Background: an optimization exercise with open tools, aiming at small area, a short achievable clock period and few clock cycles. Do not read the settings as production practice. No activity file was given, so power comes from the tool's default toggle rates.

the baseline:
==> module Calculator_512bit, before the edit <==
module Calculator_512bit #(
      parameter OPERAND_WIDTH = 512,
      parameter ADDER_WIDTH   = 128,
      parameter N_ITERATIONS  = OPERAND_WIDTH / ADDER_WIDTH
    )
    (
    input  wire                       iClk,
    input  wire                       iRst,
    input  wire                       iStart,
    input  wire [1:0]                 iSel,
    input  wire [OPERAND_WIDTH-1:0]   iOpA,
    input  wire [OPERAND_WIDTH-1:0]   iOpB,
    output wire [OPERAND_WIDTH:0]     oRes,
    output wire                       oDone);
    localparam W   = OPERAND_WIDTH;
    localparam BLK = 4;              
    localparam NB  = W / BLK;        
    wire          wSub = iSel[1];
    wire [W-1:0]  wT   = iOpB ^ {W{wSub}};
    wire [W-1:0]  wG   = iOpA & wT;
    wire [W-1:0]  wP   = iOpA ^ wT;
    reg  [W-1:0]  wLG, wLP;
    reg  [NB-1:0] wBG, wBP;
    integer i, k, l, j;
    always @(*) begin
        for (k = 0; k < NB; k = k + 1) begin
            wLG[k*BLK] = 1'b0;
            wLP[k*BLK] = 1'b1;
            for (j = 1; j < BLK; j = j + 1) begin
                wLG[k*BLK+j] = wG[k*BLK+j-1] | (wP[k*BLK+j-1] & wLG[k*BLK+j-1]);
                wLP[k*BLK+j] = wP[k*BLK+j-1] & wLP[k*BLK+j-1];
            end
            wBG[k] = wG[k*BLK+BLK-1] | (wP[k*BLK+BLK-1] & wLG[k*BLK+BLK-1]);
            wBP[k] = wP[k*BLK+BLK-1] & wLP[k*BLK+BLK-1];
        end
    end
    reg [NB-1:0] wSG, wSP;
    always @(*) begin
        wSG = wBG;
        wSP = wBP;
        for (l = 0; (1 << l) < NB; l = l + 1)
            for (k = 0; k < NB; k = k + 1)
                if (k & (1 << l)) begin
                    j = (k & ~((2 << l) - 1)) + (1 << l) - 1;
                    wSG[k] = wSG[k] | (wSP[k] & wSG[j]);
                    wSP[k] = wSP[k] & wSP[j];
                end
    end
    wire wCout = wSG[NB-1];         
    wire wEq   = wSP[NB-1];         
    wire wEnd  = wSub & wCout;      
    wire [NB-1:0] wC = {wSG[NB-2:0] | (wSP[NB-2:0] & {(NB-1){wEnd}}), wEnd};
    reg [NB-1:0] rC;
    reg          rCout, rEq, rInv, rAdd, rCmp, rDone;
    always @(posedge iClk) begin
        rC    <= wC ^ {NB{wSub & ~wCout}};    
        rCout <= wCout;
        rEq   <= wEq;
        rInv  <= wSub & ~wCout;
        rAdd  <= (iSel == 2'b01);
        rCmp  <= (iSel == 2'b10);
        rDone <= iStart & ~iRst;
    end
    reg [W-1:0] wCy, wSum;
    always @(*)
        for (k = 0; k < NB; k = k + 1) begin
            wCy[k*BLK] = rC[k];
            for (j = 1; j < BLK; j = j + 1)
                wCy[k*BLK+j] = wP[k*BLK+j-1] ? wCy[k*BLK+j-1] : (iOpA[k*BLK+j-1] ^ rInv);
        end
    always @(*)
        for (i = 0; i < W; i = i + 1)
            wSum[i] = wP[i] ^ wCy[i];
    localparam [W:0] MSG_A  = {"iOpA is larger", 401'd0};
    localparam [W:0] MSG_B  = {"iOpB is larger", 401'd0};
    localparam [W:0] MSG_EQ = {"iOpA equals to iOpB", 361'd0};
    wire [W:0] wMsg = rCout ? MSG_A : (rEq ? MSG_EQ : MSG_B);
    assign oRes  = rCmp ? wMsg : {rAdd & rCout, wSum};
    assign oDone = rDone;
endmodule
clock: 8.0 ns
lec_check: 0
cap_margin: 20
core_area: 5 5 305 305
die_area: 0 0 310 310
setup_slack_margin: 3.5
slew_margin: 20
tns_end_percent: 0
standard.sh (not shown) runs the stock make flow with config.mk's settings and CLKGATE_MAP_FILE= SYNTH_SCRIPT=/design/flow/synth_recipe.tcl, a recipe that flattens the netlist after the stock synthesis.
==> flow/flow/run.sh <==
#!/bin/bash
# The standard ORFS layout, with three changes to how it is made:
#  - synthesis maps the logic with a single-pass ABC script (flow/abc.script:
#    one choice computation and one delay-oriented mapping) in place of the
#    standard five-pass speed script; everything else in synthesis, the
#    registers included, is as synth_recipe.tcl makes it;
#  - port buffers use the smallest buffer cell (buf_1); repair_design and
#    repair_timing still resize them where needed;
#  - IO pins may sit on adjacent routing tracks, so a smaller die holds all pins.
# Each tool's output goes to standard.log here and to the ORFS logs under orfs/logs.
set -euo pipefail
W=$(pwd)
export BUFFER_PORTS_ARGS="-buffer_cell sky130_fd_sc_hd__buf_1"
export PLACE_PINS_ARGS="-min_distance 1 -min_distance_in_tracks"
export FLOW_ABC_SCRIPT="$W/flow/abc.script"
{
  head -n 1 synth_recipe.tcl
  cat <<'TCL'
proc abc {args} {
  set i [lsearch -exact $args -script]
  if {$i >= 0} { lset args [expr {$i + 1}] $::env(FLOW_ABC_SCRIPT) }
  yosys abc {*}$args
}
TCL
  tail -n +2 synth_recipe.tcl
} > flow_synth.tcl
sed "s#SYNTH_SCRIPT=[^ ]*#SYNTH_SCRIPT=$W/flow_synth.tcl#" standard.sh > flow_standard.sh
grep -q "SYNTH_SCRIPT=$W/flow_synth.tcl" flow_standard.sh
bash flow_standard.sh > standard.log 2>&1
==> flow/flow/abc.script <==
&get -n
&st
&dch
&nf
&put
buffer -c
topo
stime -c
upsize -c
dnsize -c
Changes in the candidate relative to the baseline:
-- flow/design.v --
<<< the baseline, line 63
        rDone <= iStart & ~iRst;
    end
    reg [W-1:0] wCy, wSum;
    always @(*)
        for (k = 0; k < NB; k = k + 1) begin
            wCy[k*BLK] = rC[k];
            for (j = 1; j < BLK; j = j + 1)
                wCy[k*BLK+j] = wP[k*BLK+j-1] ? wCy[k*BLK+j-1] : (iOpA[k*BLK+j-1] ^ rInv);
        end
    always @(*)
        for (i = 0; i < W; i = i + 1)
            wSum[i] = wP[i] ^ wCy[i];
    localparam [W:0] MSG_A  = {"iOpA is larger", 401'd0};
    localparam [W:0] MSG_B  = {"iOpB is larger", 401'd0};
>>> the candidate, line 63
        rDone <= iStart & ~iRst;
    end
    reg [W-1:0] wGe, wEG, wSum;
    always @(*) begin
        wGe = ~wP & (iOpA ^ {W{rInv}});
        for (k = 0; k < NB; k = k + 1) begin
            wEG[k*BLK] = 1'b0;
            for (j = 1; j < BLK; j = j + 1)
                wEG[k*BLK+j] = wGe[k*BLK+j-1] | (wP[k*BLK+j-1] & wEG[k*BLK+j-1]);
        end
        for (i = 0; i < W; i = i + 1)
            wSum[i] = wP[i] ^ (wEG[i] | (wLP[i] & rC[i / BLK]));
    end
    localparam [W:0] MSG_A  = {"iOpA is larger", 401'd0};
    localparam [W:0] MSG_B  = {"iOpB is larger", 401'd0};
Results
- Global routing usage on met3, the candidate and the baseline, lower one = the baseline.
- Number of stages on the worst setup path on the candidate is down relative to the baseline.
- In the reports for the candidate and the baseline, the larger footprint of the multi-input gates belongs to the candidate.
- The candidate vs. the baseline: post-synth net total saw an increase; worst path buffer plus inverter count saw an increase; final clock period utilization by the worst path saw a decrease; total chip power saw a decrease.
- Routed wire length was lower in the run labelled the baseline.
- Comparing count of inserted antenna diode cells for the candidate and the baseline, the bigger number came from the baseline.
- Relative to the baseline, last weighted congestion value of the routability-driven placer has increased by about 5% in the candidate.
- The higher final hold slack came out of the candidate.
- The baseline reports its end point of the critical path as rC[51] while the candidate reports oRes[65].
- Changes observed in the candidate relative to the baseline: met3 wire length rose by 2100 um; number of antenna violations at the first check in global routing fell by 2.
- The candidate ends up with a setup slack that is 0.015 ns higher than in the baseline.
No run of this note included a check of the RTL's function; only the layout flow was run.

==> what the ideal ports hide <==
The results above use ideal ports. As a check the final layouts listed here were re-extracted and re-timed, cells and wires unchanged.
Step 1, drivers: a clkbuf_16 drives iClk and a buf_2 each remaining input, both assumed.
Step 2 times the ports against the registers' clock, not the clock port: input delays grow and output delays shrink by t, the midpoint of the rising clock arrivals with the driver on.
Three values: ideal, step 1, step 2; two values: the first two.
| run | shift t [ns] | setup WS [ns] | worst setup path after step 2 |
|---|---|---|---|
| the baseline | 0.564 | 2.451 / 2.224 / 1.736 | input to register |
| the candidate | 0.559 | 2.466 / 2.199 / 1.742 | input to register |
After both steps setup and hold are still met in every run listed. For the candidate, which loses most, drivers alone change the setup slack by -0.267 ns; drivers and shift together by -0.724 ns.
